Background: an optimization exercise with open tools, aiming at small area and a short achievable clock period. Do not read the settings as production practice.
Where RTL was checked, it was by simulation tests only, not by an equivalence proof against the original.
For runs 2 to 5, only the layout was checked, not whether the RTL still works.
Power figures rest on the tool's default switching activity, not on a simulated workload.

`flow/design.v`:
```
module AluUnit (
   input    wire[0:32-1]  a,
   input    wire[0:32-1]  b,
   input    wire[0:7]               ac,
   output   wire[0:32-1]  r,
   output   wire                    c,
   output   wire                    n,
   output   wire                    z,
   output   wire                    err
   );
   wire[0:32-1] tmpA, tmpB, tAnd, tOr, tXor, tAdd, tmpR;
   wire tCout;
   AdderUnit #( .WIDTH( 32 )) U1 ( .a( tmpA ), .b( tmpB ), .inC( ac[0] ), .s( tAdd ), .outC( tCout )); 
   Mux_8_1  U2 (  .a0( 32'd0 ),
                  .a1( tmpA ),
                  .a2( tmpB ),
                  .a3( tAdd ),
                  .a4( 32'd0 ),
                  .a5( tAnd ),
                  .a6( tOr ),
                  .a7( tXor ),
                  .sel( ac[5:7] ), 
                  .enb( 1'b1 ),
                  .y( tmpR ));
   assign tmpA =  ( ac[3:4] == 2'b00 ) ? a :
                  ( ac[3:4] == 2'b01 ) ? { a[1:31], 1'b0 } :
                  ( ac[3:4] == 2'b10 ) ? { a[2:31], 2'b00 } :
                                         { a[3:31], 3'b000 };
   assign tmpB = ( ac[1] ? ( ~ b ) : ( b ));
   assign tAnd = tmpA & tmpB;
   assign tOr  = tmpA | tmpB;
   assign tXor = tmpA ^ tmpB;
   assign r    = ( ac[2] == 1'b1 ) ? ( ~ tmpR ) : ( tmpR );
   assign n    = r[0];
   assign z    = ( r == 32'd0 );
   assign c    = ( ac[5:7] == 3 ) ? tCout : 0;
   assign err  = 1'b0;  
endmodule
module AdderUnit #( 
   parameter WIDTH = 32
   ) ( 
   input    wire[0:WIDTH-1]   a, 
   input    wire[0:WIDTH-1]   b, 
   input    wire              inC,
   output   wire[0:WIDTH-1]   s,
   output   wire              outC
   );
   assign { outC, s } = a + b + inC;
endmodule
module Mux_8_1 #( 
   parameter WIDTH = 32
   ) (
   input  wire[0:WIDTH-1]  a0,
   input  wire[0:WIDTH-1]  a1,
   input  wire[0:WIDTH-1]  a2,
   input  wire[0:WIDTH-1]  a3,
   input  wire[0:WIDTH-1]  a4,
   input  wire[0:WIDTH-1]  a5,
   input  wire[0:WIDTH-1]  a6,
   input  wire[0:WIDTH-1]  a7,
   input  wire[0:2]        sel, 
   input  wire             enb,
   output reg[0:WIDTH-1]   y 
   );
   always @(*) begin
      if ( enb == 1'b0 ) begin
         y = 1'b0;
      end else begin
         y =   ( sel == 3'b000 ) ? a0 :
               ( sel == 3'b001 ) ? a1 :
               ( sel == 3'b010 ) ? a2 :
               ( sel == 3'b011 ) ? a3 :
               ( sel == 3'b100 ) ? a4 :
               ( sel == 3'b101 ) ? a5 :
               ( sel == 3'b110 ) ? a6 :
               ( sel == 3'b111 ) ? a7 :
               1'bX;
      end
   end
endmodule 
module Vcpu32Alu (
   input    wire                    clk,
   input    wire[0:32-1]  a,
   input    wire[0:32-1]  b,
   input    wire[0:7]               ac,
   output   reg[0:32-1]   r,
   output   reg                     c,
   output   reg                     n,
   output   reg                     z,
   output   reg                     err
   );
   reg[0:32-1]   regA, regB;
   reg[0:7]                regAc;
   wire[0:32-1]  wR;
   wire                    wC, wN, wZ, wErr;
   AluUnit U0 ( .a( regA ), .b( regB ), .ac( regAc ), .r( wR ), .c( wC ), .n( wN ), .z( wZ ), .err( wErr ));
   always @( posedge clk ) begin
      regA  <= a;
      regB  <= b;
      regAc <= ac;
      r     <= wR;
      c     <= wC;
      n     <= wN;
      z     <= wZ;
      err   <= wErr;
   end
endmodule
```
`flow/run.sh`:
```
#!/bin/bash
# synth_recipe.tcl (not shown) runs the flow's synth.tcl, then flattens the netlist and writes it again
# the make line also repeats each setting of config.mk as NAME=value (left out here)
make -C /OpenROAD-flow-scripts/flow DESIGN_CONFIG=/design/flow/config.mk WORK_HOME=/design/flow/orfs CLKGATE_MAP_FILE= SYNTH_SCRIPT=/design/flow/synth_recipe.tcl finish
```
`flow/config.mk`:
```
export PLATFORM = sky130hd
export DESIGN_NAME = Vcpu32Alu
export DESIGN_NICKNAME = Vcpu32Alu
export VERILOG_FILES = /design/flow/design.v
export SDC_FILE = /design/flow/constraint.sdc
export NUM_CORES = 4
export LEC_CHECK = 0
export CAP_MARGIN = 20
export CORE_MARGIN = 2
export CORE_UTILIZATION = 40
export SLEW_MARGIN = 20
```
`flow/constraint.sdc`:
```
create_clock -name core_clock -period 5.5 [get_ports {clk}]
set_input_delay 1.1000 -clock core_clock [delete_from_list [all_inputs] [get_ports {clk}]]
set_output_delay 1.1000 -clock core_clock [all_outputs]
set_load 0.01 [all_outputs]
```
==> key figures, run 1 <==
Die
  – Die X-Extent: 146 um
  – Die Ht: 146 um
  – Ports: around 110
  – Die footprint: 21,500 um2
  – Core ar.: 20,100 um2
  – # rows: 52
  – Starting Density: 0.404

Timing
  – # setup viols final: 0
  – Fin Clk Skew: 10.5 ps
  – Setup TNS: 0 ps
  – Hold Fails Final Rpt: 0
  – Slew HR: 0.486
  – RSZ-0062 raised after global routing: no
  – Pins Over Slew Limit: 0
  – Share of the clock period used by the worst path: 0.892
  – Fin crit period: about 5000 ps
  – Worst slew pin tran: between 700 and 800 ps
  – FMAX: 204 MHz

Power
  – Total power draw: ~2.7 mW
  – PD cells: 275 nW/um2
  – Static leakage: 4.03 nW
  – VDD IR max: approximately 0.00015 V

Detailed routing
  – Routed wire length: 23,200 um
  – DR vias: around 7,300
  – DRT iter0 DRCs: 654
  – Drt drc: 0
  – First-pass iteration count of the detailed router: 5
  – Vias per cell: ~5.6
  – Final antenna-violating net count: 0
  – WL/cell: ~18 um

Cells and area
  – Fill count: 1,940
  – Ant diodes: 0
  – Layout cell share with drive strength beyond 1: 0.0912
  – Commonest non-fill, non-tap cell in the layout: clkdlybuf4s50_1
  – Area grow syn2layout: 18.9%
  – Most frequent cells in the layout: 107 x clkdlybuf4s50_1, 102 x dfxtp_1, 81 x inv_1
  – Fin util: 0.480
  – # nets final: 1,165

Synth
  – Top_reg_cell synth: dfxtp_1
  – Synth Area per Inst: 8.49 um2
  – Ys Warns: 2
  – Library cells used by synthesis: 93
  – Sequential fraction of the synthesis area: 0.261
  – Mapped Nets: ~1,100
  – FFs w/ async S/R, synth: 0
  – Yosys reg bits: 106
  – EDFF count, synth: 0
  – Synthesized cell area: 8120 um2
  – Cells after Synth: 956

Placed design
  – Final HPWL DP: ~18,000 um
  – Buffers on Ports: 107
  – GPL Wtd Cong: 0.929

Min path
  – Worst hold path depth: 2
  – Worst min path class: flip-flop to flip-flop

Worst setup path
  – Crit start category: flip-flop
  – Required @ worst endpoint: 5820 ps
  – R2R cell count: 14
  – Setup crit end kind: flip-flop
  – Worst path arrival time: 5220 ps
  – Crit path kind: flip-flop to flip-flop
  – Worst-path fanout max: 27

Clock network
  – Clk Latency, worst-skew pair: about 370 ps
  – CTS tree: yes
  – H-tree Lvls: 3
  – Hold_buf cts: 0
  – CTS buffer count: 9
  – Root Driver: clkbuf_16
  – PostCTS Resize Cnt: 0
  – Clk sinks: 106
  – Clock Path Buffers: 2
  – Setup Fix Bufs, Post-CTS: 0
  – Clock slew seen by the registers of the worst setup and hold paths: 80 ps

Global routing
  – Total track usage: 0.217
  – Largest net degree at the start of global routing: 50
  – Total congestion overflow: 0
  – Initial antenna violation count: 0
  – First-pass GRT wire length: 36,600 um
  – Vias in the first global route: 6,619

Run
  – Max-Cap Viols: 0

Status
  – Status: finished clean
## cell families (layout without fill, tap and decap cells)
| logic type | count (synthesis) | after routing | synth area share |
|---|---|---|---|
| compound gates | 284 | 284 | 0.242 |
| simple gates | 217 | 217 | 0.140 |
| buf+inv | 152 | 227 | 0.0815 |
| flops | 106 | 106 | 0.261 |
| xor+xnor | 76 | 76 | 0.0857 |
| fa+ha+maj | 66 | 66 | 0.104 |
| mux | 54 | 54 | 0.0852 |
| other cells | 1 | 1 | 0.000462 |
## critical path: stages, from the launching register on
cell	delay, ps
dfxtp_1	630
buf_4	420
mux2_2	390
o21a_1	210
ha_1	370
nand4_1	150
inv_1	90
a221oi_4	470
xnor2_2	160
a21oi_2	90
or4b_1	530
a2111o_1	440
or4b_1	560
nor4_2	140
and3_1	170
## per-layer routing
metal / routed length (um) / share of wire / vias up / global-route usage
met4: 448 / 0.019 / 0 / 0.0670
met1: 11700 / 0.50 / 3400 / 0.330
met3: 1670 / 0.072 / 21 / 0.0313
li1: - / - / 3597 / -
met5: 0 / 0 / - / 0
met2: 9470 / 0.41 / 275 / 0.313
## cell usage after synthesis (all sizes together), types with 7 or more instances
master,count,share of area
a211oi,13,0.014
a21oi,82,0.054
a221oi,24,0.028
a22oi,15,0.014
a31oi,12,0.0092
buf,39,0.029
clkbuf,30,0.014
dfxtp,106,0.26
ha,64,0.099
inv,83,0.038
mux2,12,0.017
mux2i,33,0.043
mux4,9,0.026
nand2,59,0.027
nand2b,11,0.0085
nand3,17,0.011
nand4,14,0.011
nor2,45,0.021
nor2b,11,0.0085
nor3,11,0.0068
nor4,10,0.0085
o21a,7,0.0065
o21ai,53,0.034
xnor2,29,0.033
xor2,47,0.053
## registers in the layout, summed over array words and instances, names as in the netlist
register and count:
r 32, regA 32, regB 32, regAc 8
c 1, z 1
## power by group
part | internal (mW) | total [mW] | switching [mW]
clock | 0.372 | 0.686 | 0.314
sequential | 0.847 | 0.882 | 0.0354
combinational | 0.473 | 1.09 | 0.618
total | 1.69 | 2.66 | 0.968
## per-stage QoR
| step | cell area [um2] | std cells | hold slack, ps | worst slack [ps] |
|---|---|---|---|---|
| global route | 9660 | 1301 | 899 | 179 |
| floorplan | 8120 | 956 | 500 | 1020 |
| detailed placement | 9340 | 1285 | 855 | 625 |
| global placement | 9340 | 1285 | 849 | 662 |
| finish | 9660 | 1301 | 858 | 596 |
| CTS | 9660 | 1301 | 869 | 608 |
## worst paths after layout
path	start	end	slack (ps)
setup / recovery	regAc[3]	z	600
hold / removal	regAc[2]	r[30]	860
setup reg to reg	regAc[3]	z	600
hold reg to reg	regAc[2]	r[30]	860
## final cells by class
type | instances | area [um2] | share of cell area
Clock buffer | 10 | 239 | 0.0247
Multi-Input combinational cell | 698 | 5340 | 0.553
Clock inverter | 6 | 73.8 | 0.00764
Sequential cell | 106 | 2130 | 0.220
Inverter | 83 | 312 | 0.0323
Tap cell | 270 | 338 | 0.0350
Timing Repair Buffer | 128 | 1230 | 0.127
==> run 2: changes to the inputs <==
==> flow/design.v (replaced) <==
module Vcpu32Alu #(
   parameter K = 8                         
   ) (
   input    wire          clk,
   input    wire[0:31]    a,
   input    wire[0:31]    b,
   input    wire[0:7]     ac,
   output   wire[0:31]    r,
   output   wire          c,
   output   wire          n,
   output   wire          z,
   output   wire          err
   );
   localparam NG = 32 / K;
   wire        cin   = ac[0];
   wire [31:0] tA    = a << ac[3:4];
   wire [31:0] tB    = ac[1] ? ~b : b;
   wire [2:0]  op    = ac[5:7];
   wire        isAdd = ( op == 3'd3 );
   reg  [31:0] tL;
   always @(*) begin
      case ( op )
         3'd1:    tL = tA;
         3'd2:    tL = tB;
         3'd5:    tL = tA & tB;
         3'd6:    tL = tA | tB;
         3'd7:    tL = tA ^ tB;
         default: tL = 32'd0;
      endcase
   end
   wire [31:0]   gSum;
   wire [NG-1:0] gCout;
   genvar j;
   generate
      for ( j = 0; j < NG; j = j + 1 ) begin : grp
         if ( j == 0 ) begin : g0
            assign { gCout[j], gSum[K-1:0] } = tA[K-1:0] + tB[K-1:0] + cin;
         end else begin : gn
            assign { gCout[j], gSum[K*j+K-1:K*j] } = tA[K*j+K-1:K*j] + tB[K*j+K-1:K*j];
         end
      end
   endgenerate
   reg [31:0]   s1X;
   reg [NG-1:0] s1G;
   reg          s1Inv;
   always @( posedge clk ) begin
      s1X   <= isAdd ? gSum : tL;
      s1G   <= isAdd ? gCout : { NG { 1'b0 }};
      s1Inv <= ac[2];
   end
   wire [32:0] gVec;
   generate
      for ( j = 0; j < NG; j = j + 1 ) begin : gv
         assign gVec[K*j+K] = s1G[j];
         assign gVec[K*j+K-1:K*j+1] = 0;
      end
   endgenerate
   assign gVec[0] = 1'b0;
   wire [32:0] sum = { 1'b0, s1X } + gVec;
   reg [31:0] s2R;
   reg        s2C;
   always @( posedge clk ) begin
      s2R <= sum[31:0] ^ { 32 { s1Inv }};
      s2C <= sum[32];
   end
   assign r   = s2R;
   assign c   = s2C;
   assign n   = s2R[31];
   assign z   = ( s2R == 32'd0 );
   assign err = 1'b0;
endmodule
==> key figures, run 2 <==
Timing
  – # setup viols final: 0 (unchanged)
  – Fin crit period: 3890 ps (-1010 ps)
  – Setup TNS: 0 ps (unchanged)
  – Hold Fails Final Rpt: 0 (unchanged)
  – Slew HR: 0.459 (-0.0273)
  – Pins Over Slew Limit: 0 (unchanged)
  – Worst hold slack: 416 ps (-443 ps)
  – RSZ-0062 raised after global routing: no
  – Share of the clock period used by the worst path: 0.708 (-0.184)
  – Final worst setup slack: 1610 ps (+1010 ps)
  – Worst slew pin tran: 811 ps (+50.9 ps)
  – Fin Clk Skew: 6.46 ps (-4.07 ps)
  – FMAX: 257 MHz (+26%)

Clock network
  – Setup Fix Bufs, Post-CTS: 0 (unchanged)
  – Root Driver: clkbuf_16
  – Clock Path Buffers: 2 (unchanged)
  – H-tree Lvls: 3 (unchanged)
  – Hold_buf cts: 0 (unchanged)
  – Clk Latency, worst-skew pair: 330 ps (-40 ps)
  – PostCTS Resize Cnt: 0 (unchanged)
  – CTS buffer count: 9 (unchanged)
  – CTS tree: yes
  – Clock slew seen by the registers of the worst setup and hold paths: 50 ps (-30 ps)
  – Clk sinks: 70 (-34%)

Worst setup path
  – CP delay by family, top: buffers and inverters
  – Cell Chain, Critical Path: clkdlybuf4s50_1 > buf_4 > mux2_2 > o21ai_0 > ha_1 > mux2_2 > nand2_1 > o21ai_0 > a2bb2oi_1 > o211ai_1
  – R2r startpoint: s1X[8]
  – Required @ worst endpoint: 5700 ps (-120 ps)
  – Origin of the worst setup path: ac[3]
  – Worst-path fanout max: 26 (-3.7%)
  – Crit path max-delay cell type: clkdlybuf4s50_1
  – Crit path kind: primary input to flip-flop
  – Crit start category: primary input
  – Worst path arrival time: 4090 ps (-1130 ps)
  – Worst path bufs/invs: 2 (unchanged)
  – Setup crit end kind: flip-flop
  – Peak per-stage delay on the critical path: 680 ps (+50 ps)

Global routing
  – Vias in the first global route: 5,760 (-13%)
  – Initial antenna violation count: 0 (unchanged)
  – Total track usage: 0.212 (-0.00486)
  – First-pass GRT wire length: 29,800 um (-18%)
  – Largest net degree at the start of global routing: 44 (-12%)
  – Total congestion overflow: 0 (unchanged)

Die
  – Die X-Extent: 132 um (-9.7%)
  – Ports: 109 (unchanged)
  – Die Ht: 132 um (-9.7%)
  – Starting Density: 0.412 (+0.00765)
  – Core ar.: 16,000 um2 (-20%)
  – Die footprint: 17,500 um2 (-18%)
  – # rows: 46 (-12%)

Detailed routing
  – DRT iter0 DRCs: 494 (-24%)
  – First-pass iteration count of the detailed router: 6 (+1)
  – Routed wire length: 18,400 um (-21%)
  – Drt drc: 0 (unchanged)
  – Vias per cell: 5.47 (-2.4%)
  – DR vias: 5,918 (-19%)
  – Final antenna-violating net count: 0 (unchanged)
  – WL/cell: 17.0 um (-4.6%)

Synth
  – Count leader, synth: inv_1
  – Share of Yosys cell area claimed by the top area cell type: 0.213 (-0.0485)
  – Synth cell count leaders: 77 x inv_1, 72 x o21ai_0, 70 x dfxtp_1
  – Sequential fraction of the synthesis area: 0.213 (-0.0485)
  – Library cells used by synthesis: 62 (-33%)
  – Ys Warns: 1 (-1)
  – Cells after Synth: 774 (-19%)
  – EDFF count, synth: 0 (unchanged)
  – Mapped Nets: 920 (-16%)
  – Yosys reg bits: 70 (-34%)
  – Biggest area consumer among synthesized cells: dfxtp_1
  – Synth Area per Inst: 8.51 um2 (+0.16%)
  – FFs w/ async S/R, synth: 0 (unchanged)
  – Top_reg_cell synth: dfxtp_1
  – Area contributors post-synth: dfxtp_1 21%, ha_1 13%, xor2_1 7.4%, xnor2_1 6.0%, mux4_2 5.8%
  – Synthesized cell area: 6590 um2 (-19%)

Run
  – Max-Cap Viols: 0 (unchanged)

Placed design
  – GPL Wtd Cong: 0.861 (-7.3%)
  – Place WS: 1290 ps (+660 ps)
  – Final HPWL DP: 14,300 um (-21%)
  – Buffers on Ports: 107 (unchanged)
  – Post-Place Cells: 1,067 (-17%)

Power
  – Static leakage: 3.44 nW (-15%)
  – PD cells: 260 nW/um2 (-5.7%)
  – VDD IR max: 0.000163 V (+8.9%)

Cells and area
  – Post-route insts no fill: 1,082 (-17%)
  – Fill count: 1,521 (-22%)
  – Area grow syn2layout: 22.4%
  – Commonest non-fill, non-tap cell in the layout: clkdlybuf4s50_1
  – Fin util: 0.504 (+0.0235)
  – # nets final: 1,008 (-13%)
  – Most frequent cells in the layout: 105 x clkdlybuf4s50_1, 77 x inv_1, 72 x o21ai_0
  – Ant diodes: 0 (unchanged)
  – Layout cell share with drive strength beyond 1: 0.0727 (-0.0184)
  – Registers with the most flip-flops: s1X x32, s2R x32, s1G x4

Status
  – Status: finished clean

Min path
  – Worst min path class: flip-flop to flip-flop
  – Hold path start: s1X[2]
run 2: changes by cell type after synthesis, moves of 8 or more:
cell and delta:
nand2_1 -8, mux4_2 +10, dfxtp_1 -36, a31oi_1 -12
a222oi_1 +13, xor2_1 +11, clkbuf_1 -15, a21oi_1 -39
a22oi_1 -11, a221oi_1 -18, mux2i_1 -11, o21ai_0 +26
xnor2_1 +18, nand4_1 -8
run 2: logic make-up (layout without fill, tap and decap cells):
group                      count (synthesis)  after routing  share of synthesized area
AOI/OAI and AO/OA                        193            193                      0.185
xor gates and xnor gates                 101            101                      0.134
adders and majority gates                 73             73                      0.144
buffers and inverters                    119            211                     0.0790
DFF                                       70             70                      0.213
muxes                                     53             53                      0.125
other                                      1              1                   0.000569
and+or+nand+nor                          164            164                      0.119
run 2: routing by layer:
| metal | GRT usage | up-vias | part of all wire |
|---|---|---|---|
| li1 | - | 2907 | - |
| met5 | 0 | - | 0 |
| met3 | 0.0296 | 22 | 0.075 |
| met4 | 0.0741 | 0 | 0.015 |
| met1 | 0.301 | 2746 | 0.47 |
| met2 | 0.328 | 243 | 0.44 |
run 2: final timing paths:
kind,to,slack [ps],depth (start not counted)
worst max-delay path,s1X[28],1610,10
worst min-delay path,s2R[2],420,1
worst max register to register,s2C,3710,6
worst min register to register,s2R[2],420,1
run 2: power breakdown:
part	switching (mW)	internal, mW	leakage (nW)	total (mW)
sequential	0.0631	0.606	0.587	0.669
clock	0.194	0.357	0.148	0.550
combinational	0.447	0.426	2.70	0.874
total	0.704	1.39	3.44	2.09
run 2: final cells by class:
cell class / instances / area [um2] / share of cell area
sequential: 70 / 1400 / 0.174
tap: 216 / 270 / 0.0335
timing repair buffer: 117 / 1140 / 0.141
clock buffer: 10 / 239 / 0.0296
inverter: 79 / 297 / 0.0368
multi-input combinational: 585 / 4670 / 0.579
clock inverter: 5 / 50.0 / 0.00621
run 2: metrics by stage:
step	total power, mW	instance area (um2)
floorplan	1.23	6590
global placement	1.52	7770
detailed placement	1.55	7770
CTS	2.10	8060
global route	2.22	8060
finish	2.09	8060
==> run 3: changes to the inputs <==
--- a/flow/config.mk
+++ b/flow/config.mk
@@ -10,2 +10,3 @@
 export CORE_UTILIZATION = 40
+export SETUP_SLACK_MARGIN = 2.5
 export SLEW_MARGIN = 20
==> key figures, run 3 <==
Status
  – Status: finished clean

Cells and area
  – Multi-input gate area: 5300 um2 (+14%)
  – # nets final: 1,036 (+2.8%)
  – Fill count: 1,439 (-5.4%)
  – Commonest non-fill, non-tap cell in the layout: clkdlybuf4s50_1
  – Final Cell Area: 9000 um2 (+12%)
  – Registers with the most flip-flops: s1X x32, s2R x32, s1G x4
  – Ant diodes: 0 (unchanged)
  – Most frequent cells in the layout: 71 x clkdlybuf4s50_1, 70 x dfxtp_1, 63 x inv_1
  – Post-route insts no fill: 1,110 (+2.6%)
  – Seq. cell area: 1400 um2 (unchanged)
  – Fin util: 0.562 (+0.0584)
  – Layout cell share with drive strength beyond 1: 0.225 (+0.152)
  – Area grow syn2layout: 36.6%

Power
  – Switching power: 0.769 mW (+9.2%)
  – Static leakage: 3.77 nW (+9.8%)
  – Total power draw: 2.22 mW (+6.0%)
  – P_int: 1.45 mW (+4.4%)
  – Sequential Power Share: 0.304 (-0.016)
  – Clock power share: 0.233 (-0.030)
  – Switching Fraction: 0.347 (+0.0102)
  – PD cells: 247 nW/um2 (-5.0%)
  – Logic pwr share: 0.463 (+0.046)
  – VDD IR max: 0.000171 V (+4.6%)

Timing
  – RSZ-0062 raised after global routing: yes
  – Setup TNS: 0 ps (unchanged)
  – Pins Over Slew Limit: 0 (unchanged)
  – Worst slew pin tran: 538 ps (-273 ps)
  – Final worst setup slack: 2460 ps (+853 ps)
  – Worst hold slack: 422 ps (+6.32 ps)
  – Slew HR: 0.641 (+0.182)
  – # setup viols final: 0 (unchanged)
  – Share of the clock period used by the worst path: 0.553 (-0.155)
  – Fin crit period: 3040 ps (-853 ps)
  – Hold Fails Final Rpt: 0 (unchanged)
  – Fin Clk Skew: 7.22 ps (+0.763 ps)
  – FMAX: 329 MHz (+28%)

Synth
  – Mapped Nets: 920 (unchanged)
  – Post-synthesis mux area share: 0.125 (unchanged)
  – Library cells used by synthesis: 62 (unchanged)
  – Synthesized cell area: 6590 um2 (unchanged)
  – Synth Area per Inst: 8.51 um2 (unchanged)
  – Biggest area consumer among synthesized cells: dfxtp_1
  – Share of Yosys cell area claimed by the top area cell type: 0.213 (unchanged)
  – EDFF count, synth: 0 (unchanged)
  – Area contributors post-synth: dfxtp_1 21%, ha_1 13%, xor2_1 7.4%, xnor2_1 6.0%, mux4_2 5.8%
  – Combinational family with the most area after synthesis: compound AO/OA/AOI/OAI gates
  – Ys Warns: 1 (unchanged)
  – Synthesized-area fraction occupied by adder cells: 0.144 (unchanged)
  – Yosys reg bits: 70 (unchanged)
  – FFs w/ async S/R, synth: 0 (unchanged)
  – Simple-gate share of the synthesized area: 0.119 (unchanged)
  – Synth Area in Compound Gates: 0.185 (unchanged)
  – Synth Area in XOR/XNOR: 0.134 (unchanged)
  – Synth cell count leaders: 77 x inv_1, 72 x o21ai_0, 70 x dfxtp_1
  – Cells after Synth: 774 (unchanged)
  – Top_reg_cell synth: dfxtp_1
  – Count leader, synth: inv_1
  – Sequential fraction of the synthesis area: 0.213 (unchanged)

Worst setup path
  – Worst-path fanout max: 4 (-85%)
  – Crit path max-delay cell type: mux4_2
  – R2R cell count: 6 (unchanged)
  – Crit start category: primary input
  – Capturing point of the worst reg2reg path: s2R[28]
  – Crit path kind: primary input to flip-flop
  – R2r startpoint: s1X[8]
  – Worst path arrival time: 3250 ps (-840 ps)
  – Required @ worst endpoint: 5710 ps (about the same)
  – Setup crit end kind: flip-flop
  – Cell Chain, Critical Path: clkdlybuf4s15_1 > mux4_2 > ha_4 > inv_2 > fa_2 > nor2b_2 > o2111ai_1 > nand3_1 > mux2i_1 > a221o_1
  – Peak per-stage delay on the critical path: 540 ps (-140 ps)
  – Worst reg2reg setup slack: 3680 ps (-30 ps)

Global routing
  – Total congestion overflow: 0 (unchanged)
  – Initial antenna violation count: 0 (unchanged)
  – First-pass GRT wire length: 29,900 um (+0.23%)
  – Largest net degree at the start of global routing: 44 (unchanged)
  – Vias in the first global route: 5,934 (+3.0%)
  – Total track usage: 0.212 (about the same)

Die
  – Ports: 109 (unchanged)
  – # rows: 46 (unchanged)
  – Starting Density: 0.412 (unchanged)
  – Die footprint: 17,500 um2 (unchanged)
  – Die X-Extent: 132 um (unchanged)
  – Core ar.: 16,000 um2 (unchanged)
  – Die Ht: 132 um (unchanged)

Detailed routing
  – Routed wire length: 19,700 um (+6.8%)
  – Vias per cell: 5.58 (+1.9%)
  – DR vias: 6,189 (+4.6%)
  – First-pass iteration count of the detailed router: 7 (+1)
  – DRT iter0 DRCs: 464 (-6.1%)
  – Final antenna-violating net count: 0 (unchanged)
  – Drt drc: 0 (unchanged)
  – WL/cell: 17.7 um (+4.1%)

Clock network
  – CTS buffer count: 9 (unchanged)
  – Hold_buf cts: 0 (unchanged)
  – Clk sinks: 70 (unchanged)
  – Root Driver: clkbuf_16
  – CTS tree: yes
  – H-tree Lvls: 3 (unchanged)
  – Clock slew seen by the registers of the worst setup and hold paths: 50 ps (about the same)
  – Clock Path Buffers: 2 (unchanged)
  – Clk Latency, worst-skew pair: 320 ps (about the same)

Placed design
  – Post-Place Cells: 1,068 (+0.094%)
  – DP Area: 7960 um2 (+2.5%)
  – GPL Wtd Cong: 0.887 (+2.9%)
  – Final HPWL DP: 14,300 um (-0.50%)
  – Place WS: 1230 ps (-51.0 ps)
  – Buffers on Ports: 107 (unchanged)

Min path
  – WHS Endpoint: s2R[7]
  – Hold path start: s1X[7]
  – Worst hold path depth: 1 (unchanged)
  – Worst min path class: flip-flop to flip-flop

Run
  – Max-Cap Viols: 0 (unchanged)
run 3: cell count changes in the layout (fill, tap and decap cells not counted), moves of 8 or more:
cell             previous run  this run
inv_1                      77        63
dlygate4sd2_1               0        11
inv_2                       2        15
xor2_2                      0        10
a21oi_1                    36        28
o21ai_0                    72        58
ha_1                       68        40
dlymetal6s2s_1              0        10
ha_4                        0        20
xor2_1                     56        45
ha_2                        0         8
clkdlybuf4s50_1           105        71
o21ai_1                     8        17
buf_4                      10        32
run 3: final cells by class:
| class | instances | share of cell area |
|---|---|---|
| multi-input cells | 585 | 0.590 |
| repair buffers | 145 | 0.161 |
| flip-flops and latches | 70 | 0.156 |
| inverters | 79 | 0.0332 |
| well taps | 216 | 0.0300 |
| clock buffers | 14 | 0.0293 |
| clock inverters | 1 | 0.000556 |
run 3: what timing repair did:
item,CTS,global route
pin swaps,12,24
buffers inserted,9,16
gates cloned,1,1
endpoints found under the setup margin,37,27
gates resized for setup,75,92
run 3: how the worst max path moves through the flow:
| stage | start | end | slack (ps) | depth (start not counted) |
|---|---|---|---|---|
| 3_3_place_gp | ac[3] | s1X[6] | 1320 | 10 |
| 3_5_place_dp | ac[3] | s1X[28] | 1230 | 11 |
| 6_report | a[15] | s1X[22] | 2460 | 10 |
| 5_1_grt | a[3] | s1X[29] | 2460 | 10 |
| 2_1_floorplan | ac[4] | s1X[22] | 2360 | 11 |
| 4_1_cts | a[18] | s1X[22] | 2350 | 10 |
run 3: critical path, delay by kind of cell:
| family | cells | cell delay [ps] |
|---|---|---|
| AOI/OAI and AO/OA | 2 | 470 |
| muxes | 2 | 710 |
| buffers and inverters | 2 | 310 |
| and+or+nand+nor | 2 | 230 |
| adders and majority gates | 2 | 430 |
run 3: logic make-up (layout without fill, tap and decap cells):
logic type	Yosys count	in the layout
XOR/XNOR	101	101
buffers and inverters	119	239
AO/OA/AOI/OAI	193	193
AND/OR/NAND/NOR	164	164
adder cells (fa/ha/maj)	73	73
multiplexers	53	53
other	1	1
flip-flops	70	70
run 3: routing by layer:
metal / wire, um / vias to the layer above / share of wire / track usage
met5: 0 / - / 0 / 0
li1: - / 2951 / - / -
met3: 1500 / 30 / 0.076 / 0.0404
met4: 328 / 0 / 0.017 / 0.0783
met1: 8930 / 2909 / 0.45 / 0.290
met2: 8930 / 299 / 0.45 / 0.333
run 3: power by group through the flow:
stage	Clock (mW)	Combinational, mW	Sequential, mW
after detailed placement	0	0.900	0.683
after global routing	0.553	1.11	0.686
final	0.517	1.03	0.674
after CTS	0.528	0.941	0.673
after global placement	0	0.875	0.678
after floorplan	0	0.578	0.695
==> run 4: changes to the inputs <==
--- a/flow/config.mk
+++ b/flow/config.mk
@@ -10,3 +10,3 @@
 export CORE_UTILIZATION = 40
-export SETUP_SLACK_MARGIN = 2.5
+export SETUP_SLACK_MARGIN = 3.5
 export SLEW_MARGIN = 20
==> key figures, run 4 <==
Placed design
  – GPL Wtd Cong: 0.873 (-1.6%)
  – Final HPWL DP: 14,500 um (+1.6%)
  – Buffers on Ports: 107 (unchanged)
  – DP Area: 8110 um2 (+1.9%)
  – Post-Place Cells: 1,071 (+0.28%)
  – Place WS: 1340 ps (+102 ps)

Cells and area
  – Commonest non-fill, non-tap cell in the layout: buf_4
  – # nets final: 1,082 (+4.4%)
  – Ant diodes: 0 (unchanged)
  – Registers with the most flip-flops: s1X x32, s2R x32, s1G x4
  – Layout cell share with drive strength beyond 1: 0.405 (+0.180)
  – Fill count: 1,355 (-5.8%)
  – Final Cell Area: 9960 um2 (+11%)
  – Most frequent cells in the layout: 61 x buf_4, 51 x dfxtp_1, 49 x nand2_1, 49 x inv_1, 39 x xnor2_1
  – Area grow syn2layout: 51.2%
  – Post-route insts no fill: 1,156 (+4.1%)
  – Fin util: 0.622 (+0.0602)

Synth
  – EDFF count, synth: 0 (unchanged)
  – Mapped Nets: 920 (unchanged)
  – Area contributors post-synth: dfxtp_1 21%, ha_1 13%, xor2_1 7.4%, xnor2_1 6.0%, mux4_2 5.8%
  – Yosys reg bits: 70 (unchanged)
  – Synth Area per Inst: 8.51 um2 (unchanged)
  – Share of Yosys cell area claimed by the top area cell type: 0.213 (unchanged)
  – Sequential fraction of the synthesis area: 0.213 (unchanged)
  – Count leader, synth: inv_1
  – Library cells used by synthesis: 62 (unchanged)
  – Biggest area consumer among synthesized cells: dfxtp_1
  – Synth cell count leaders: 77 x inv_1, 72 x o21ai_0, 70 x dfxtp_1
  – Cells after Synth: 774 (unchanged)
  – Synthesized cell area: 6590 um2 (unchanged)
  – Ys Warns: 1 (unchanged)
  – FFs w/ async S/R, synth: 0 (unchanged)
  – Top_reg_cell synth: dfxtp_1

Worst setup path
  – Setup crit end kind: flip-flop
  – Required @ worst endpoint: 5710 ps (about the same)
  – Peak per-stage delay on the critical path: 540 ps (about the same)
  – Worst path arrival time: 3140 ps (-110 ps)
  – Crit start category: primary input
  – Cell Chain, Critical Path: buf_16 > mux4_2 > ha_4 > inv_2 > fa_2 > nand2b_4 > a21oi_2 > o21a_1 > or3_1 > a31o_2
  – Crit path max-delay cell type: mux4_2
  – Crit path kind: primary input to flip-flop
  – Worst-path fanout max: 7 (+3)

Global routing
  – Total congestion overflow: 0 (unchanged)
  – Total track usage: 0.237 (+0.0253)
  – First-pass GRT wire length: 33,200 um (+11%)
  – Largest net degree at the start of global routing: 33 (-25%)
  – Initial antenna violation count: 0 (unchanged)
  – Vias in the first global route: 6,338 (+6.8%)

Timing
  – Fin crit period: 2930 ps (-111 ps)
  – Setup TNS: 0 ps (unchanged)
  – # setup viols final: 0 (unchanged)
  – Worst hold slack: 417 ps (-5.31 ps)
  – Fin Clk Skew: 6.27 ps (-0.953 ps)
  – Final worst setup slack: 2570 ps (+111 ps)
  – FMAX: 342 MHz (+3.8%)
  – RSZ-0062 raised after global routing: yes
  – Pins Over Slew Limit: 0 (unchanged)
  – Share of the clock period used by the worst path: 0.532 (-0.0202)
  – Hold Fails Final Rpt: 0 (unchanged)

Clock network
  – Root Driver: clkbuf_16
  – Clock slew seen by the registers of the worst setup and hold paths: 50 ps (about the same)
  – CTS tree: yes
  – Clk Latency, worst-skew pair: 320 ps (about the same)
  – Clk sinks: 70 (unchanged)
  – Clock Path Buffers: 2 (unchanged)
  – CTS buffer count: 9 (unchanged)
  – H-tree Lvls: 3 (unchanged)

Power
  – Static leakage: 4.12 nW (+9.2%)
  – Clock power share: 0.215 (-0.018)
  – Switching power: 0.831 mW (+8.0%)
  – Total power draw: 2.34 mW (+5.6%)
  – PD cells: 235 nW/um2 (-4.6%)
  – Logic pwr share: 0.491 (+0.028)
  – Switching Fraction: 0.355 (+0.00792)
  – Sequential Power Share: 0.294 (-0.010)
  – VDD IR max: 0.000199 V (+17%)
  – P_int: 1.51 mW (+4.3%)

Detailed routing
  – Vias per cell: 5.61 (+0.54%)
  – WL/cell: 18.3 um (+2.9%)
  – DR vias: 6,480 (+4.7%)
  – Routed wire length: 21,100 um (+7.2%)
  – First-pass iteration count of the detailed router: 5 (-2)
  – Final antenna-violating net count: 0 (unchanged)
  – DRT iter0 DRCs: 465 (+0.22%)
  – Drt drc: 0 (unchanged)

Die
  – # rows: 46 (unchanged)
  – Ports: 109 (unchanged)
  – Starting Density: 0.412 (unchanged)
  – Die X-Extent: 132 um (unchanged)
  – Die Ht: 132 um (unchanged)
  – Core ar.: 16,000 um2 (unchanged)
  – Die footprint: 17,500 um2 (unchanged)

Status
  – Status: finished clean

Min path
  – Worst min path class: flip-flop to flip-flop

Run
  – Max-Cap Viols: 0 (unchanged)
## run 4: cell counts after synthesis
Identical to the previous run, type by type.
## run 4: path summary, 6_finish.rpt
path | start | to | slack, ps | cells past startpoint
max | ac[4] | s1X[14] | 2570 | 10
min reg2reg | s1X[2] | s2R[2] | 420 | 1
max reg2reg | s1X[16] | s2R[25] | 3690 | 6
min | s1X[2] | s2R[2] | 420 | 1
## run 4: power groups by stage
stage | clock, mW | sequential [mW] | combinational [mW]
after floorplan | 0 | 0.695 | 0.602
after global placement | 0 | 0.677 | 0.911
after detailed placement | 0 | 0.680 | 0.930
after CTS | 0.516 | 0.685 | 1.06
after global routing | 0.537 | 0.700 | 1.24
final | 0.505 | 0.688 | 1.15
## run 4: final cells by class
class / instances / area (um2) / area share
Multi-Input combinational cell: 585 / 5850 / 0.588
Timing Repair Buffer: 191 / 1830 / 0.184
Sequential cell: 70 / 1430 / 0.143
Inverter: 79 / 309 / 0.0310
Tap cell: 216 / 270 / 0.0271
Clock buffer: 14 / 264 / 0.0265
Clock inverter: 1 / 5.00 / 0.000503
## run 4: layer usage
metal	vias to the layer above	GRT usage	part of all wire
met5	-	0	0
met4	0	0.0687	0.017
met3	32	0.0431	0.087
met2	308	0.387	0.45
met1	3094	0.322	0.44
li1	3046	-	-
## run 4: repair_timing
action                                  4_1_cts  5_1_grt
hold buffers                                  0        0
endpoints found under the hold margin         0        0
pin swaps                                    70       61
gates cloned                                  4        0
setup buffers                                48       18
resized for setup                           384       79
endpoints found under the setup margin       71       50
## run 4: critical path, delay by kind of cell
family	cells	cell delay, ps
AOI/OAI and AO/OA	3	490
adders and majority gates	2	400
muxes	1	540
buffers and inverters	2	160
and+or+nand+nor	2	430
## run 4: kinds of logic (layout without fill, tap and decap cells)
family	Yosys count	count (layout)	share of synthesized area
AO/OA/AOI/OAI	193	193	0.185
AND/OR/NAND/NOR	164	164	0.119
buffers and inverters	119	285	0.0790
XOR/XNOR	101	101	0.134
adder cells (fa/ha/maj)	73	73	0.144
flip-flops	70	70	0.213
multiplexers	53	53	0.125
other	1	1	0.000569
==> run 5: changes to the inputs <==
--- a/flow/design.v
+++ b/flow/design.v
@@ -1,3 +1,3 @@
 module Vcpu32Alu #(
-   parameter K = 8                         
+   parameter K = 4                         
    ) (
--- a/flow/config.mk
+++ b/flow/config.mk
@@ -10,3 +10,2 @@
 export CORE_UTILIZATION = 40
-export SETUP_SLACK_MARGIN = 3.5
 export SLEW_MARGIN = 20
==> key figures, run 5 <==
Status
  – Status: finished clean

Cells and area
  – Seq. cell area: 1480 um2 (+4.0%)
  – Ant diodes: 0 (unchanged)
  – Registers with the most flip-flops: s1X x32, s2R x32, s1G x8
  – Fill count: 1,520 (+12%)
  – Fin util: 0.506 (-0.116)
  – Most frequent cells in the layout: 105 x clkdlybuf4s50_1, 73 x dfxtp_1, 72 x inv_1, 72 x ha_1, 66 x xor2_1
  – Layout cell share with drive strength beyond 1: 0.0760 (-0.329)
  – # nets final: 992 (-8.3%)
  – Area grow syn2layout: 22.9%
  – Final Cell Area: 8100 um2 (-19%)
  – Multi-input gate area: 4630 um2 (-21%)
  – Commonest non-fill, non-tap cell in the layout: clkdlybuf4s50_1

Synth
  – Share of Yosys cell area claimed by the top area cell type: 0.225 (+0.0121)
  – Count leader, synth: dfxtp_1
  – Mapped Nets: 906 (-1.5%)
  – Top_reg_cell synth: dfxtp_1
  – EDFF count, synth: 0 (unchanged)
  – Yosys reg bits: 74 (+5.7%)
  – Ys Warns: 1 (unchanged)
  – Sequential fraction of the synthesis area: 0.225 (+0.0121)
  – Synth cell count leaders: 74 x dfxtp_1, 72 x ha_1, 72 x inv_1
  – Synthesized cell area: 6590 um2 (about the same)
  – Biggest area consumer among synthesized cells: dfxtp_1
  – Synth Area per Inst: 8.76 um2 (+2.9%)
  – FFs w/ async S/R, synth: 0 (unchanged)
  – Cells after Synth: 752 (-2.8%)
  – Library cells used by synthesis: 54 (-13%)
  – Area contributors post-synth: dfxtp_1 22%, ha_1 14%, xor2_1 8.8%, xnor2_1 5.5%, o21ai_0 4.4%

Global routing
  – Initial antenna violation count: 0 (unchanged)
  – Total congestion overflow: 0 (unchanged)
  – Largest net degree at the start of global routing: 42 (+27%)
  – Met1 usage: 0.279 (-0.0431)
  – Total track usage: 0.210 (-0.0270)
  – Met2 Usage GRT: 0.347 (-0.0394)
  – GR peak layer: met2
  – Met3 usage: 0.0334 (-0.00961)
  – Vias in the first global route: 5,822 (-8.1%)
  – First-pass GRT wire length: 29,600 um (-11%)

Power
  – Static leakage: 3.58 nW (-13%)
  – PD cells: 265 nW/um2 (+12%)
  – VDD IR max: 0.000162 V (-19%)

Clock network
  – Clock Path Buffers: 2 (unchanged)
  – Setup Fix Bufs, Post-CTS: 0 (-100%)
  – Clk Latency, worst-skew pair: 330 ps (about the same)
  – Clk sinks: 74 (+5.7%)
  – CTS buffer count: 9 (unchanged)
  – PostCTS Resize Cnt: 0 (-100%)
  – H-tree Lvls: 3 (unchanged)
  – Root Driver: clkbuf_16
  – Clock slew seen by the registers of the worst setup and hold paths: 60 ps (about the same)
  – CTS tree: yes
  – Hold_buf cts: 0 (unchanged)

Die
  – Die X-Extent: 132 um (about the same)
  – Ports: 109 (unchanged)
  – # rows: 46 (unchanged)
  – Starting Density: 0.412 (about the same)
  – Die footprint: 17,500 um2 (about the same)
  – Die Ht: 132 um (about the same)
  – Core ar.: 16,000 um2 (unchanged)

Detailed routing
  – DR vias: 5,742 (-11%)
  – Vias per cell: 5.43 (-3.2%)
  – Routed wire length: 18,300 um (-13%)
  – DRT iter0 DRCs: 391 (-16%)
  – Final antenna-violating net count: 0 (unchanged)
  – First-pass iteration count of the detailed router: 5 (unchanged)
  – Drt drc: 0 (unchanged)
  – WL/cell: 17.3 um (-5.3%)

Run
  – Max-Cap Viols: 0 (unchanged)

Timing
  – Final worst setup slack: 1360 ps (-1210 ps)
  – Fin Clk Skew: 10.5 ps (+4.27 ps)
  – Fin crit period: 4140 ps (+1210 ps)
  – RSZ-0062 raised after global routing: no
  – Worst slew pin tran: 1120 ps
  – Hold Fails Final Rpt: 0 (unchanged)
  – Pins Over Slew Limit: 0 (unchanged)
  – Worst hold slack: 417 ps (+0.288 ps)
  – Share of the clock period used by the worst path: 0.753 (+0.221)
  – # setup viols final: 0 (unchanged)
  – Setup TNS: 0 ps (unchanged)
  – Slew HR: 0.249
  – FMAX: 241 MHz (-29%)

Worst setup path
  – Worst-path fanout max: 22 (+15)
  – R2R cell count: 7 (+1)
  – Required @ worst endpoint: 5690 ps (-20 ps)
  – Worst path arrival time: 4330 ps (+1190 ps)
  – Worst reg2reg setup slack: 3450 ps (-240 ps)
  – Crit path kind: primary input to flip-flop
  – Crit start category: primary input
  – Setup crit end kind: flip-flop

Placed design
  – DP Area: 7780 um2 (-4.1%)
  – Final HPWL DP: 14,500 um (-0.19%)
  – Place WS: 1050 ps (-287 ps)
  – Buffers on Ports: 107 (unchanged)
  – GPL Wtd Cong: 0.868 (-0.52%)

Min path
  – Worst min path class: flip-flop to flip-flop
  – Worst hold path depth: 1 (unchanged)
[run 5: cell types whose count changed in the layout (fill, tap and decap cells not counted), sizes merged, moves of 9 or more]
| cell | delta |
|---|---|
| a21o | +12 |
| a22oi | +15 |
| buf | -97 |
| clkbuf | -13 |
| clkdlybuf4s15 | -19 |
| clkdlybuf4s50 | +80 |
| dlygate4sd2 | -25 |
| mux2 | +9 |
| nand2b | -10 |
| nand3 | -9 |
| nor2 | -9 |
| o21ai | -19 |
| xor2 | +10 |
[run 5: routing by layer]
layer / up-vias / share of wire / routed length [um]
met3: 33 / 0.059 / 1080
met1: 2686 / 0.46 / 8470
met5: - / 0 / 0
met4: 0 / 0.022 / 396
met2: 231 / 0.46 / 8370
li1: 2792 / - / -
[run 5: report_power, final]
group | internal (mW) | leakage [nW] | switching [mW] | total [mW]
registers | 0.636 | 0.620 | 0.0820 | 0.718
logic | 0.406 | 2.80 | 0.396 | 0.802
clock network | 0.408 | 0.152 | 0.215 | 0.623
[run 5: cells by family (layout without fill, tap and decap cells)]
| kind of cell | after synthesis | count (layout) | synth area share |
|---|---|---|---|
| buf+inv | 113 | 203 | 0.0720 |
| fa+ha+maj | 81 | 81 | 0.164 |
| xor+xnor | 107 | 107 | 0.142 |
| mux | 53 | 53 | 0.115 |
| other cells | 1 | 1 | 0.000569 |
| simple gates | 144 | 144 | 0.102 |
| flops | 74 | 74 | 0.225 |
| compound gates | 179 | 179 | 0.179 |
[run 5: metrics by stage]
step                power (mW)  std cells
floorplan                 1.22        752
global placement          1.49       1043
detailed placement        1.53       1043
CTS                       2.15       1058
global route              2.27       1058
finish                    2.14       1058
[run 5: path summary, 6_finish.rpt]
check / from / to
max: ac[4] / s1X[13]
min: s1X[0] / s2R[0]
max reg2reg: s1X[4] / s2R[26]
min reg2reg: s1X[0] / s2R[0]
[run 5: cell type report]
type	instances	area share
inverter	73	0.0338
multi-input combinational	565	0.572
tap	216	0.0334
sequential	74	0.183
timing repair buffer	115	0.138
clock buffer	11	0.0300
clock inverter	4	0.00943
[run 5: critical path, stage by stage]
cell and delay [ps]:
clkdlybuf4s50_1 1080, inv_1 460, a21oi_1 420, inv_1 110, ha_1 320, mux2_2 270, nand2_1 60, o21ai_0 90
a222oi_1 260, o21ai_0 150

[re-timing with driven ports]
Ports are ideal in the flow. The routed layouts listed here were re-timed in OpenROAD.
Step 1 (the two cells are an assumption about what drives the block):
set clk [get_ports {clk}]
set_driving_cell -lib_cell sky130_fd_sc_hd__clkbuf_16 $clk
set_driving_cell -lib_cell sky130_fd_sc_hd__buf_2 [delete_from_list [all_inputs] $clk]
Step 2 also shifts input and output timing later by t, the mid clock arrival at the registers, as if the neighbouring blocks saw the same clock.
Three values: ideal, step 1, step 2; two values: the first two.
run	t, ns	slack for setup (ns)	worst setup path after step 2	latest minus earliest clock arrival (ns)	worst data-port slew with drivers (ns)
run 1	0.408	0.596 / 0.596 / 0.596	register to register	0.011 / 0.011	0.04
run 2	0.362	1.608 / 1.623 / 1.261	input to register	0.006 / 0.006	0.04
run 3	0.360	2.461 / 2.420 / 2.060	input to register	0.007 / 0.008	0.16
run 4	0.355	2.572 / 2.489 / 2.133	input to register	0.006 / 0.007	0.12
run 5	0.363	1.359 / 1.374 / 1.011	input to register	0.011 / 0.011	0.05
After both steps setup and hold are still met in every run listed. For run 4, which loses most, drivers alone change the setup slack by -0.083 ns; drivers and shift together by -0.439 ns.
